This is an optimization exercise on Yosys and OpenROAD, whose aim is small area and a short achievable clock period, not a production implementation. No functional check of the RTL was part of any run shown here. Power figures rest on the tool's default switching activity, not on a simulated workload.

[flow/flow/run.sh]
#!/bin/bash
# The standard layout, with plain buffers (instead of the default delay
# buffer) on the input and output ports, and timing repair aimed at a
# setup slack of 5.5 ns.
set -euo pipefail
bash standard.sh 'BUFFER_PORTS_ARGS=-buffer_cell sky130_fd_sc_hd__buf_2' SETUP_SLACK_MARGIN=5.5 finish > standard.log 2>&1
[flow/standard.sh]
#!/bin/bash
# synth_recipe.tcl (not shown) runs the flow's synth.tcl, then flattens the netlist and writes it again
# the make line also repeats each setting of config.mk as NAME=value (left out here)
make -C /OpenROAD-flow-scripts/flow DESIGN_CONFIG=/design/flow/config.mk WORK_HOME=/design/flow/orfs CLKGATE_MAP_FILE= SYNTH_SCRIPT=/design/flow/synth_recipe.tcl "${@:-finish}"
[flow/config.mk]
export PLATFORM = sky130hd
export DESIGN_NAME = OV7670
export DESIGN_NICKNAME = OV7670
export VERILOG_FILES = /design/flow/design.v
export SDC_FILE = /design/flow/constraint.sdc
export NUM_CORES = 4
export LEC_CHECK = 0
export CAP_MARGIN = 20
export CORE_MARGIN = 2
export CORE_UTILIZATION = 40
export SETUP_SLACK_MARGIN = 5
export SLEW_MARGIN = 20
[flow/constraint.sdc]
create_clock -name core_clock -period 8.0 [get_ports {Pclock}]
set_input_delay 1.6000 -clock core_clock [delete_from_list [all_inputs] [get_ports {Pclock}]]
set_output_delay 1.6000 -clock core_clock [all_outputs]
set_load 0.01 [all_outputs]
[flow/design.v]
module OV7670_gt #(parameter W = 8) (input [W-1:0] a, input [W-1:0] b, output y);
	wire [W:0] g;
	assign g[0] = 1'b0;
	genvar i;
	generate for (i = 0; i < W; i = i + 1) begin : s
		assign g[i+1] = (a[i] & ~b[i]) | ((a[i] | ~b[i]) & g[i]);
	end endgenerate
	assign y = g[W];
endmodule
module OV7670_inc #(parameter W = 8) (input [W-1:0] q, input en, output [W-1:0] y, output all1);
	assign y[0] = q[0] ^ en;
	genvar i;
	generate for (i = 1; i < W; i = i + 1) begin : s
		assign y[i] = q[i] ^ (en & (&q[i-1:0]));
	end endgenerate
	assign all1 = &q;
endmodule
module OV7670_updn #(parameter W = 8) (input [W-1:0] q, input up, input dn, output [W-1:0] y);
	assign y[0] = q[0] ^ (up | dn);
	genvar i;
	generate for (i = 1; i < W; i = i + 1) begin : s
		assign y[i] = q[i] ^ ((up & (&q[i-1:0])) | (dn & ~(|q[i-1:0])));
	end endgenerate
endmodule
module OV7670_col(
	input clk,
	input rst,
	input clr,        
	input vs_rise,
	input fall,       
	input rowclr,     
	input fresh,
	input fire,       
	output reg [11:0] Prom,
	output reg [7:0] Inc,
	output reg [7:0] D,
	output [1:0] shape,  
	output [11:0] prom_step  
);
	reg [5:0] A;      
	reg [6:0] E;      
	wire fbk = Prom[11] ^ Prom[5] ^ Prom[3] ^ Prom[0] ^ ~|Prom[10:0];
	assign prom_step = {Prom[10:0], fbk};
	wire [11:0] prom_n = fire ? prom_step : Prom;
	wire [5:0] a_n;
	wire a_all1;
	OV7670_inc #(6) ia(.q(A), .en(fire), .y(a_n), .all1(a_all1));
	wire [6:0] e_dec;
	OV7670_updn #(7) ue(.q(E), .up(1'b0), .dn(fire), .y(e_dec));
	wire [6:0] e_n = {e_dec[6] ^ (fire & a_all1), e_dec[5:0]};
	wire up = e_n[6];
	wire dn = ~e_n[6] & (|e_n[5:0]);
	wire [7:0] inc_n;
	OV7670_updn #(8) uinc(.q(Inc), .up(up), .dn(dn), .y(inc_n));
	wire inc_is0 = ~|Inc;
	wire inc_is255 = &Inc;
	wire d_is0 = ~|D;
	wire d_zero = fresh | (up & d_is0 & ~inc_is255) | (dn & inc_is0);
	wire d_full = up & inc_is255;
	wire [7:0] d_step;
	OV7670_updn #(8) ud(.q(D), .up(dn), .dn(up), .y(d_step));
	wire inrange = (Inc > 8'd88) & (Inc < 8'd112);
	wire dgt12 = (D > 8'd12);
	assign shape = inrange ? ((fresh | dgt12) ? 2'b10 : 2'b01) : 2'b11;
	always @(posedge clk) begin
		Prom <= clr ? 12'd0 : prom_n;
		A <= (clr | rowclr) ? 6'd0 : a_n;
		if (clr) E <= 7'd0;
		else if (rowclr) E <= {1'b0, a_n};
		else E <= e_n;
		if (rst) Inc <= 8'd0;
		else if (vs_rise) Inc <= 8'd100;
		else if (fall) Inc <= inc_n;
		if (fall) D <= d_zero ? 8'd0 : d_full ? 8'd255 : d_step;
	end
endmodule
module OV7670(
	input Reset,
	output reg [11:0]  PixelData,
	output [14:0] PAddress,
	output reg WPixel,
	input Pclock,
	input Href,
	input Vsync,
	input [7:0] Data,
	output reg [1:0] Promedio,
	output reg [1:0] Forma
);
	reg Href_prev, VSync_prev, Sync;
	reg [7:0] XPixel, YPixel;
	reg [10:0] PAhi;             
	reg [1:0] fcol;              
	reg fk;                      
	reg [1:0] cls;               
	reg fresh;                   
	reg gRG, gGR, gRB, gBR, gGB, gBG;  
	assign PAddress = {PAhi, XPixel[3:0]};
	wire vs_rise = Vsync & ~VSync_prev;
	wire fall    = ~Vsync & ~Href & Href_prev;
	wire hi_byte = ~Vsync & Href & ~Sync;
	wire lo_byte = ~Vsync & Href & Sync;
	wire clr = Reset | vs_rise;
	wire [7:0] xp1, yp1;
	wire x_all1, y_all1;
	OV7670_inc #(8) ix(.q(XPixel), .en(1'b1), .y(xp1), .all1(x_all1));
	OV7670_inc #(8) iy(.q(YPixel), .en(1'b1), .y(yp1), .all1(y_all1));
	wire x_ge175 = XPixel[7] & (XPixel[6] | XPixel[5] & (XPixel[4] | (&XPixel[3:0])));
	wire x_gt175 = XPixel[7] & (XPixel[6] | XPixel[5] & XPixel[4]);
	wire y_ge143 = YPixel[7] & (YPixel[6] | YPixel[5] | YPixel[4] | (&YPixel[3:0]));
	wire y_gt143 = YPixel[7] & (YPixel[6] | YPixel[5] | YPixel[4]);
	wire x_out_inc = x_ge175 & ~x_all1;
	wire y_out_inc = y_ge143 & ~y_all1;
	wire pd_zero = ~Vsync & (fall ? y_out_inc : (y_gt143 | (lo_byte ? x_out_inc : x_gt175)));
	wire x_lo15 = &XPixel[3:0];
	wire [6:0] U = PAhi[10:4];
	wire [3:0] L = PAhi[3:0];
	wire [6:0] u_up, u_dn;
	wire u_all1;
	OV7670_inc #(7) iu(.q(U), .en(1'b1), .y(u_up), .all1(u_all1));
	OV7670_updn #(7) du(.q(U), .up(1'b0), .dn(1'b1), .y(u_dn));
	wire [4:0] li = {1'b0, L} + 5'd1;
	wire [6:0] ui = li[4] ? (x_all1 ? U : u_up) : (x_all1 ? u_dn : U);
	wire [10:0] pa_inc = {ui, li[3:0]};
	wire [4:0] dfl = 5'd11 - {1'b0, XPixel[7:4]};
	wire [4:0] lf = {1'b0, L} + {1'b0, dfl[3:0]};
	wire [6:0] uf = lf[4] ? (dfl[4] ? U : u_up) : (dfl[4] ? u_dn : U);
	wire [10:0] pa_fall = y_all1 ? 11'd0 : {uf, lf[3:0]};
	wire xwin = (XPixel >= 8'd38) & (XPixel <= 8'd136);
	wire ywin = (YPixel >= 8'd23) & (YPixel <= 8'd121);
	wire [3:0] cR = PixelData[11:8];
	wire [3:0] cG = PixelData[7:4];
	wire [3:0] cB = Data[7:4];
	wire rgtg, ggtr, mgtb, bgtm;
	OV7670_gt #(4) c0(.a(cR), .b(cG), .y(rgtg));
	OV7670_gt #(4) c1(.a(cG), .b(cR), .y(ggtr));
	wire [3:0] cM = rgtg ? cR : cG;
	OV7670_gt #(4) c2(.a(cM), .b(cB), .y(mgtb));
	OV7670_gt #(4) c3(.a(cB), .b(cM), .y(bgtm));
	wire win = lo_byte & xwin & ywin;
	wire [1:0] cls_n = ~win ? 2'd0 : bgtm ? 2'd3 : (mgtb & rgtg) ? 2'd1 : (mgtb & ggtr) ? 2'd2 : 2'd0;
	wire same = (fcol == cls);
	wire fireR = (cls == 2'd1) & same & fk;
	wire fireG = (cls == 2'd2) & same & fk;
	wire fireB = (cls == 2'd3) & same & fk;
	wire rowclr = fall & ~VSync_prev;
	wire [11:0] PR, PG, PB;
	wire [7:0] IR, IG, IB, DR, DG, DB;
	wire [1:0] SR, SG, SB;
	wire [11:0] NR, NG, NB;
	OV7670_col colR(.clk(Pclock), .rst(Reset), .clr(clr), .vs_rise(vs_rise), .fall(fall), .rowclr(rowclr), .fresh(fresh), .fire(fireR), .Prom(PR), .Inc(IR), .D(DR), .shape(SR), .prom_step(NR));
	OV7670_col colG(.clk(Pclock), .rst(Reset), .clr(clr), .vs_rise(vs_rise), .fall(fall), .rowclr(rowclr), .fresh(fresh), .fire(fireG), .Prom(PG), .Inc(IG), .D(DG), .shape(SG), .prom_step(NG));
	OV7670_col colB(.clk(Pclock), .rst(Reset), .clr(clr), .vs_rise(vs_rise), .fall(fall), .rowclr(rowclr), .fresh(fresh), .fire(fireB), .Prom(PB), .Inc(IB), .D(DB), .shape(SB), .prom_step(NB));
	wire [11:0] Nx = (cls == 2'd1) ? NR : (cls == 2'd2) ? NG : NB;
	wire eNR = (Nx == PR);
	wire eNG = (Nx == PG);
	wire eNB = (Nx == PB);
	wire zN = ~|Nx;
	wire zR = ~|PR;
	wire zG = ~|PG;
	wire zB = ~|PB;
	reg nRG, nGR, nRB, nBR, nGB, nBG;
	always @(*) begin
		{nRG, nGR, nRB, nBR, nGB, nBG} = {gRG, gGR, gRB, gBR, gGB, gBG};
		if (fireR) begin
			nRG = ~zN & ~gGR;  nGR = zN ? ~zG : gGR & ~eNG;
			nRB = ~zN & ~gBR;  nBR = zN ? ~zB : gBR & ~eNB;
		end
		if (fireG) begin
			nGR = ~zN & ~gRG;  nRG = zN ? ~zR : gRG & ~eNR;
			nGB = ~zN & ~gBG;  nBG = zN ? ~zB : gBG & ~eNB;
		end
		if (fireB) begin
			nBR = ~zN & ~gRB;  nRB = zN ? ~zR : gRB & ~eNR;
			nBG = ~zN & ~gGB;  nGB = zN ? ~zG : gGB & ~eNG;
		end
	end
	wire rwin = nRG & nRB;
	wire gwin = nGR & nGB;
	wire bwin = nBR & nBG;
	wire [1:0] f_shape = rwin ? SR : gwin ? SG : SB;
	wire [1:0] p_n = rwin ? 2'b01 : gwin ? 2'b10 : bwin ? 2'b11 : 2'b00;
	wire [1:0] f_n = (rwin | gwin | bwin) ? f_shape : 2'b00;
	always @(posedge Pclock) begin
		if (Reset) begin
			Href_prev <= 1'b0;
			VSync_prev <= 1'b0;
			Sync <= 1'b0;
			WPixel <= 1'b0;
			XPixel <= 8'd0;
			YPixel <= 8'd0;
			PAhi <= 11'd0;
			PixelData <= 12'd0;
			fcol <= 2'd0;
			fk <= 1'b0;
			fresh <= 1'b1;
			cls <= 2'd0;
			{gRG, gGR, gRB, gBR, gGB, gBG} <= 6'd0;
			Promedio <= 2'd0;
			Forma <= 2'd0;
		end else begin
			Href_prev <= Href;
			VSync_prev <= Vsync;
			Sync <= hi_byte;
			WPixel <= lo_byte;
			if (Vsync | fall) XPixel <= 8'd0;
			else if (lo_byte) XPixel <= xp1;
			if (Vsync) YPixel <= 8'd0;
			else if (fall) YPixel <= yp1;
			if (Vsync) PAhi <= 11'd0;
			else if (fall) PAhi <= pa_fall;
			else if (lo_byte & x_lo15) PAhi <= pa_inc;
			if (pd_zero) PixelData <= 12'd0;
			else begin
				if (hi_byte) PixelData[11:4] <= Data;
				if (lo_byte) PixelData[3:0] <= Data[7:4];
			end
			cls <= cls_n;
			if (cls != 2'd0) begin
				if (same & fk) begin
					fcol <= 2'd0;
					fk <= 1'b0;
				end else if (same) begin
					fk <= 1'b1;
				end else begin
					fcol <= cls;
					fk <= 1'b0;
				end
			end
			if (vs_rise) {gRG, gGR, gRB, gBR, gGB, gBG} <= 6'd0;
			else {gRG, gGR, gRB, gBR, gGB, gBG} <= {nRG, nGR, nRB, nBR, nGB, nBG};
			if (vs_rise) fresh <= 1'b1;
			else if (fall) fresh <= 1'b0;
			if (vs_rise) begin
				Promedio <= p_n;
				Forma <= f_n;
			end
		end
	end
endmodule
==> summary.txt, run 1 <==
most common cell after layout, fill and taps aside=nor2_1; outcome=timing/DRC/antenna clean; Initial DRC Count=roughly 840; clock sink count=182; RSZ-0062 raised after global routing=yes; Gate Count Post-Synth=1,318; clock-pin slew on the worst setup and hold paths=0.07 ns; clock buffer depth=2; Most used DFF post-synth=dfxtp_1; final-report setup violation count=0; period utilization=42.2%; Routed WL per cell=17.6 um; total CTS buffers=17; Total GRT Usage=22.1%; drt drc=0; Syn Area/Cell=8.11 sq um; Site Rows=59; core area=26,100 sq um; vias in the first global route=a little under 10k; # hold bufs at CTS=0; die area=28,100 sq um; most used cell along the critical path=or3_4; Critical Path End Type=flip-flop; Initial DRT Pass Iterations=6; Peak supply drop=146 uV; leakage power=5.83 nW; class of the worst hold path=reg2reg; largest net degree at the start of global routing=40; Max-Cap Viols=0; Post-synth EDFFs=24; footprint of the multi-input gates=7860 sq um; Clock Power Share=around 45%; fin cells=~1.9k; total negative setup slack=0 ns; P_sw=0.000503 W; area of the mapped netlist=about 11,000 sq um; Antenna Nets Post-Route=0; final net count=1,566; synthesis-stage register bit count=182; DP Area=11,500 sq um; CTS tree=built; Root Driver=clkbuf_16; first-pass GRT wire length=around 51,000 um; P&R area growth vs syn=45.9%; CTS H-Tree Depth=4; Final Power=0.00202 W; slowest CP cell=or4_4; Rel. slew slack=39.4%; DIE WIDTH=168 um; worst-skew pair later-pin latency=0.44 ns; commonest non-fill, non-tap cells in the layout=139 x nor2_1, 131 x nand2_1, 128 x buf_4; post-synthesis cell type count=88; worst slew pin tran=0.905 ns; worst endpoint required time=approximately 8.2 ns; peak per-stage delay on the critical path=about 0.46 ns; cell total after placement=1,632; post-route cell area=15,600 sq um; Max Clock Freq=296 MHz; I/O Pins=44; Layout Utilization=59.7%; Flop pwr share=approximately 47%; I/O Buffers=43; routed wire length=32,900 um; initial antenna violation count=0; synthesis warning total=2; Final Skew=0.0175 ns; Int Power=0.00152 W; Cell Pwr Density=roughly 130 nW/um^2; DP Wirelength=about 18,000 um; Comb pwr share=8.5%; Worst Setup Start Kind=flip-flop; WP data arrival=3.55 ns; switching share of power=24.9%; final hold violations=0; min Tclk post-route=3.38 ns; grt ovf=0; asr flop ratio synth=0%; gpl congestion=around 0.86; crit-path cells=or3b_4 -> or4_4 -> nor3b_4 -> xor3_2 -> or3_4 -> or3_4 -> o31ai_2 -> o21ai_1 -> nand2_2 -> a21oi_1; number of diodes=0; critical path class=reg2reg; Vias/cell=5.67; Register Area=4010 sq um; Fill cells=2,195; sequential-to-total area share from yosys stat=a little over a third; final slew viol count=0; Starting Density=roughly 41%; layout cells sized above 1=38.3%; Die Height=168 um; Syn Nets=1,362; via count=10.6k; crit path max fanout=8
-- state kept, by name, summed over array words and instances (netlist names), 7 cells and up --
| register | cells |
|---|---|
| colB.E | 7 |
| colG.E | 7 |
| XPixel | 8 |
| PixelData | 12 |
| colR.Prom | 12 |
| colG.D | 8 |
| YPixel | 8 |
| colR.E | 7 |
| colR.Inc | 8 |
| colB.D | 8 |
| colB.Prom | 12 |
| colG.Inc | 8 |
| colR.D | 8 |
| PAhi | 11 |
| colB.Inc | 8 |
| colG.Prom | 12 |
-- worst max-delay path, delay by kind of cell (launching register included) --
family          cells  cell delay, ns
compound gates      3            0.35
xor+xnor            1            0.39
flops               1            0.38
simple gates        6            2.01
-- layer usage --
layer / wire, um / track usage [%] / part of all wire [%]
met5: 0 / 0 / 0
met4: 831 / 7.52 / 2.5
met3: 1810 / 3.76 / 5.5
met2: 15900 / 36.8 / 48
met1: 14400 / 29.2 / 44
-- final timing paths --
kind / depth (start not counted) / start / end / slack, ns
max: 10 / cls[0] / colR.D[1] / 4.62
min: 2 / PixelData[2] / PixelData[2] / 0.47
max reg2reg: 10 / cls[0] / colR.D[1] / 4.62
min reg2reg: 2 / PixelData[2] / PixelData[2] / 0.47
-- power groups by stage --
stage          combinational [W]  sequential (W)  clock [W]
6_report                0.000173        0.000944   0.000906
5_1_grt                 0.000186        0.000946   0.000955
4_1_cts                 0.000152        0.000944   0.000916
3_5_place_dp            0.000110        0.000970          0
3_3_place_gp            0.000109        0.000970          0
2_1_floorplan          0.0000888        0.000968          0
-- through the flow --
stage,hold slack [ns],setup WS [ns]
floorplan,0.468,4.72
global placement,0.446,3.57
detailed placement,0.448,3.53
CTS,0.462,4.63
global route,0.483,4.51
finish,0.467,4.62
-- layout make-up --
class | instances | area share, %
Inverter | 53 | 1.57
Multi-Input combinational cell | 1024 | 50.4
Timing Repair inverter | 7 | 0.682
Tap cell | 335 | 2.69
Clock buffer | 21 | 3.17
Clock inverter | 11 | 0.842
Sequential cell | 182 | 25.7
Timing Repair Buffer | 237 | 15.0
-- cells in the mapped netlist, drive strengths merged (7+ instances only) --
cell type | number | area [sq um]
nor4 | 16 | 140
edfxtp | 24 | 721
nand4 | 21 | 131
o21ai | 41 | 205
mux2i | 14 | 140
or3b | 11 | 98.9
a211oi | 26 | 200
nor3 | 35 | 196
ha | 31 | 388
nand3b | 11 | 82.6
dfxtp | 158 | 3160
clkbuf | 53 | 199
a21oi | 129 | 649
o211ai | 11 | 87.6
nand3 | 29 | 145
nand2 | 153 | 577
nor2 | 168 | 638
buf | 13 | 71.3
xnor2 | 68 | 596
and2 | 7 | 43.8
inv | 52 | 195
nor2b | 12 | 75.1
a31oi | 17 | 106
and3 | 17 | 106
o31ai | 8 | 60.1
nand2b | 10 | 62.6
xor2 | 57 | 499
o22ai | 10 | 62.6
or2 | 10 | 62.6
or3 | 13 | 96.3
-- cells by family after synthesis --
kind of cell    share of synthesized area [%]
simple gates                             25.1
compound gates                           17.6
flops                                    36.3
xor+xnor                                 10.9
buf+inv                                  4.39
fa+ha+maj                                4.28
mux                                      1.42
-- what timing repair did --
item	4_1_cts	5_1_grt
hold endpoints to repair	0	0
resized for setup	267	151
pin swaps	80	99
endpoints found under the setup margin	220	162
buffers inserted	124	63
cloned	15	4
==> run 2: changes to the inputs <==
==> flow/flow/run.sh (replaced) <==
#!/bin/bash
# The standard layout, with plain buffers (instead of the default delay
# buffer) on the input and output ports.
set -euo pipefail
bash standard.sh 'BUFFER_PORTS_ARGS=-buffer_cell sky130_fd_sc_hd__buf_2' finish > standard.log 2>&1
==> run 2 against run 1 <==
  * Largest power group is now the clock network
  * Critical path type unchanged
  * Global-route usage is 2.2 points lower
  * Clock skew is 0.0032 ns lower
  * Still clean
  * Clock power increased by 9.3%
  * Register-to-register slack got worse by 0.03 ns
  * Utilization decreased by 8.1 points
  * Power rose by 1.8%
  * Final area fell by 14%
  * First-iteration DRC count fell by 25%
  * Via count shrank 6.7%
==> summary.txt, run 2 <==
Hold WS=0.456 ns (was 0.467 ns); Final Power=0.00206 W (was 0.00202 W); Peak supply drop=126 uV (was 146 uV); final-report setup violation count=0 (unchanged); Fill cells=2,415 (was 2,195); Top delay family on crit path=simple AND/OR/NAND/NOR gates (unchanged); largest net degree at the start of global routing=71 (was 40); asr flop ratio synth=0% (unchanged); total negative setup slack=0 ns (unchanged); vias in the first global route=9,154 (was 9,898); layout cells sized above 1=22.1% (was 38.3%); core area=26,100 sq um (unchanged); outcome=timing/DRC/antenna clean (unchanged); switching share of power=21.6% (was 24.9%); synthesis warning total=2 (unchanged); Int Power=0.00161 W (was 0.00152 W); clock-pin slew on the worst setup and hold paths=0.07 ns (about the same); Die Height=168 um (unchanged); sequential-to-total area share from yosys stat=36.3% (unchanged); Stages on worst setup path=11 (was 10); reg2reg start=cls[1] (was cls[0]); CTS tree=built (unchanged); first-pass GRT wire length=46,300 um (was 50,900 um); Rel. slew slack=59.3% (was 39.4%); clock sink count=182 (unchanged); most common cell after layout, fill and taps aside=nor2_1 (unchanged); drt drc=0 (unchanged); FF-to-FF path depth=11 (was 10); Cell Pwr Density=153 nW/um^2 (was 130 nW/um^2); class of the worst hold path=reg2reg (unchanged); RSZ-0062 raised after global routing=yes (unchanged); I/O Buffers=43 (unchanged); r2r endpoint=colR.D[7] (was colR.D[1]); post-synthesis cell type count=88 (unchanged); Site Rows=59 (unchanged); worst endpoint required time=8.18 ns (about the same); Comb pwr share=5.8% (was 8.5%); synthesis-stage register bit count=182 (unchanged); DP Area=11,200 sq um (was 11,500 sq um); most numerous cell in the Yosys netlist=nor2_1 (unchanged); Syn Area/Cell=8.11 sq um (unchanged); final hold violations=0 (unchanged); Gate Count Post-Synth=1,318 (unchanged); Starting Density=40.9% (unchanged); crit path max fanout=5 (was 8); Worst Path Buf+Inv=1 (was 0); leakage power=5.01 nW (was 5.83 nW); Setup crit end=colR.D[7] (was colR.D[1]); Vias/cell=5.58 (was 5.67); Initial DRC Count=630 (was 835); Routed WL per cell=16.4 um (was 17.6 um); synth cell count leaders=165 x nor2_1, 158 x dfxtp_1, 152 x nand2_1, 128 x a21oi_1, 68 x xnor2_1 (unchanged); Initial DRT Pass Iterations=16 (was 6); DP Wirelength=17,600 um (was 18,000 um); Final Skew=0.0143 ns (was 0.0175 ns); Layout Utilization=51.6% (was 59.7%); period utilization=42.6% (was 42.2%); number of diodes=0 (unchanged); total CTS buffers=17 (unchanged); most used cell along the critical path=or3_4 (unchanged); critical path class=reg2reg (unchanged); initial antenna violation count=0 (unchanged); post-synth top area share=29.6% (unchanged); ranking of synthesized cells by area=dfxtp_1 30%, edfxtp_1 6.7%, a21oi_1 6.0% (unchanged); min Tclk post-route=3.41 ns (was 3.38 ns); Flop pwr share=46.1% (was 46.7%); gpl congestion=0.881 (was 0.863); Max-Cap Viols=0 (unchanged); Antenna Nets Post-Route=0 (unchanged); critical path launch point=cls[1] (was cls[0]); worst slew pin tran=0.611 ns (was 0.905 ns); CTS H-Tree Depth=4 (unchanged); area of the mapped netlist=10,700 sq um (unchanged); reg2reg setup slack=4.59 ns (was 4.62 ns); peak per-stage delay on the critical path=0.46 ns (about the same); worst-skew pair later-pin latency=0.44 ns (about the same); Root Driver=clkbuf_16 (unchanged); Worst Setup Start Kind=flip-flop (unchanged); final net count=1,469 (was 1,566); Syn Nets=1,362 (unchanged); Max Clock Freq=294 MHz (was 296 MHz); # hold bufs at CTS=0 (unchanged); I/O Pins=44 (unchanged); Post-synth EDFFs=24 (unchanged); routed wire length=29,100 um (was 32,900 um); via count=9,890 (was 10.6k); Clock Power Share=48.1% (was 44.8%); WP data arrival=3.58 ns (was 3.55 ns); die area=28,100 sq um (unchanged); Synth area leader=dfxtp_1 (unchanged); P&R area growth vs syn=26.1% (was 45.9%); Critical Path End Type=flip-flop (unchanged); Total GRT Usage=19.9% (was 22.1%); Most used DFF post-synth=dfxtp_1 (unchanged); slowest CP cell=xor3_2 (was or4_4); final slew viol count=0 (unchanged); commonest non-fill, non-tap cells in the layout=161 x nor2_1, 152 x dfxtp_1, 144 x nand2_1 (was 139 x nor2_1, 131 x nand2_1, 128 x buf_4); P_sw=0.000444 W (was 0.000503 W); crit-path cells=or3b_4 -> buf_6 -> nor4_4 -> nand4_1 -> xor3_2 -> or3_4 -> or3_4 -> nor3_4 -> mux2i_1 -> xor2_1 -> a21oi_2 (was or3b_4 -> or4_4 -> nor3b_4 -> xor3_2 -> or3_4 -> or3_4 -> o31ai_2 -> o21ai_1 -> nand2_2 -> a21oi_1); grt ovf=0 (unchanged); clock buffer depth=2 (unchanged); post-route cell area=13,500 sq um (was 15,600 sq um); DIE WIDTH=168 um (unchanged)
## run 2: what timing repair did
item / CTS / global route
cloned: 3 / 3
endpoints found under the setup margin: 98 / 102
buffers inserted: 61 / 40
pin swaps: 31 / 47
resized for setup: 79 / 61
hold endpoints to repair: 0 / 0
## run 2: final cells by class
| class | instances | area, sq um | share of cell area, % |
|---|---|---|---|
| clock buffer | 24 | 507 | 3.76 |
| multi-input combinational | 1021 | 7130 | 52.9 |
| timing repair inverter | 2 | 17.5 | 0.130 |
| sequential | 182 | 3900 | 28.9 |
| timing repair buffer | 148 | 1080 | 8.04 |
| inverter | 53 | 239 | 1.77 |
| clock inverter | 8 | 190 | 1.41 |
| tap | 335 | 419 | 3.11 |
## run 2: kinds of logic after synthesis
logic type,count (synthesis),share of synthesized area [%]
and+or+nand+nor,539,25.1
AOI/OAI and AO/OA,298,17.6
DFF,182,36.3
xor gates and xnor gates,128,10.9
buffers and inverters,119,4.39
adders and majority gates,37,4.28
muxes,15,1.42
## run 2: worst min path at each step
stage	from	end	slack, ns	cells after the start
floorplan	colB.Prom[4]	colB.Prom[5]	0.46	2
global placement	PixelData[2]	PixelData[2]	0.45	2
detailed placement	PixelData[1]	PixelData[1]	0.45	2
CTS	PixelData[2]	PixelData[2]	0.46	2
global route	PixelData[3]	PixelData[3]	0.48	2
finish	PixelData[2]	PixelData[2]	0.46	2
## run 2: power by group through the flow
stage	Sequential [W]	Clock [W]	Combinational (W)
floorplan	0.000968	0	0.0000783
global placement	0.000970	0	0.000106
detailed placement	0.000970	0	0.000107
CTS	0.000949	0.00101	0.000114
global route	0.000952	0.00105	0.000132
finish	0.000950	0.000990	0.000119
## run 2: through the flow
step                instances  setup slack [ns]
finish                   1773              4.59
CTS                      1730              4.42
global placement         1634              3.62
global route             1773              4.47
floorplan                1318              4.71
detailed placement       1634              3.54
## run 2: per-layer routing
layer	vias up	global-route usage (%)	wire, um
met5	-	0	0
met4	0	6.20	646
met3	53	3.19	1280
met2	235	33.6	13900
met1	4729	26.2	13200
li1	4873	-	-
## run 2: worst register-to-register path: stages (launching register included)
cell and delay (ns):
dfxtp_4 0.34, or3b_4 0.40, buf_6 0.14, nor4_4 0.34
nand4_1 0.19, xor3_2 0.46, or3_4 0.35, or3_4 0.40
nor3_4 0.14, mux2i_1 0.10, xor2_1 0.22, a21oi_2 0.08

-- afterwards: timing with drivers on the ports --
How much do the figures lean on ideal ports? The routed layouts below were timed once more, with nothing changed but the port constraints. Step 1 sets driving cells, clkbuf_16 on the clock port and buf_2 on the other inputs (assumed; they add their load-dependent delay and slew). Step 2 times the ports against the registers' clock, not the clock port: input delays grow and output delays shrink by t, the midpoint of the rising clock arrivals with the driver on. a / b / c = no drivers / after step 1 / after step 2; a / b = the first two.
run	shift t [ns]	slack for setup (ns)	clock arrival spread, ns	worst register clock-pin slew, ns
run 1	0.485	4.623 / 4.623 / 4.623	0.019 / 0.019	0.08 / 0.08
run 2	0.477	4.594 / 4.594 / 4.594	0.015 / 0.015	0.07 / 0.07
After both steps setup and hold are still met in every run listed.
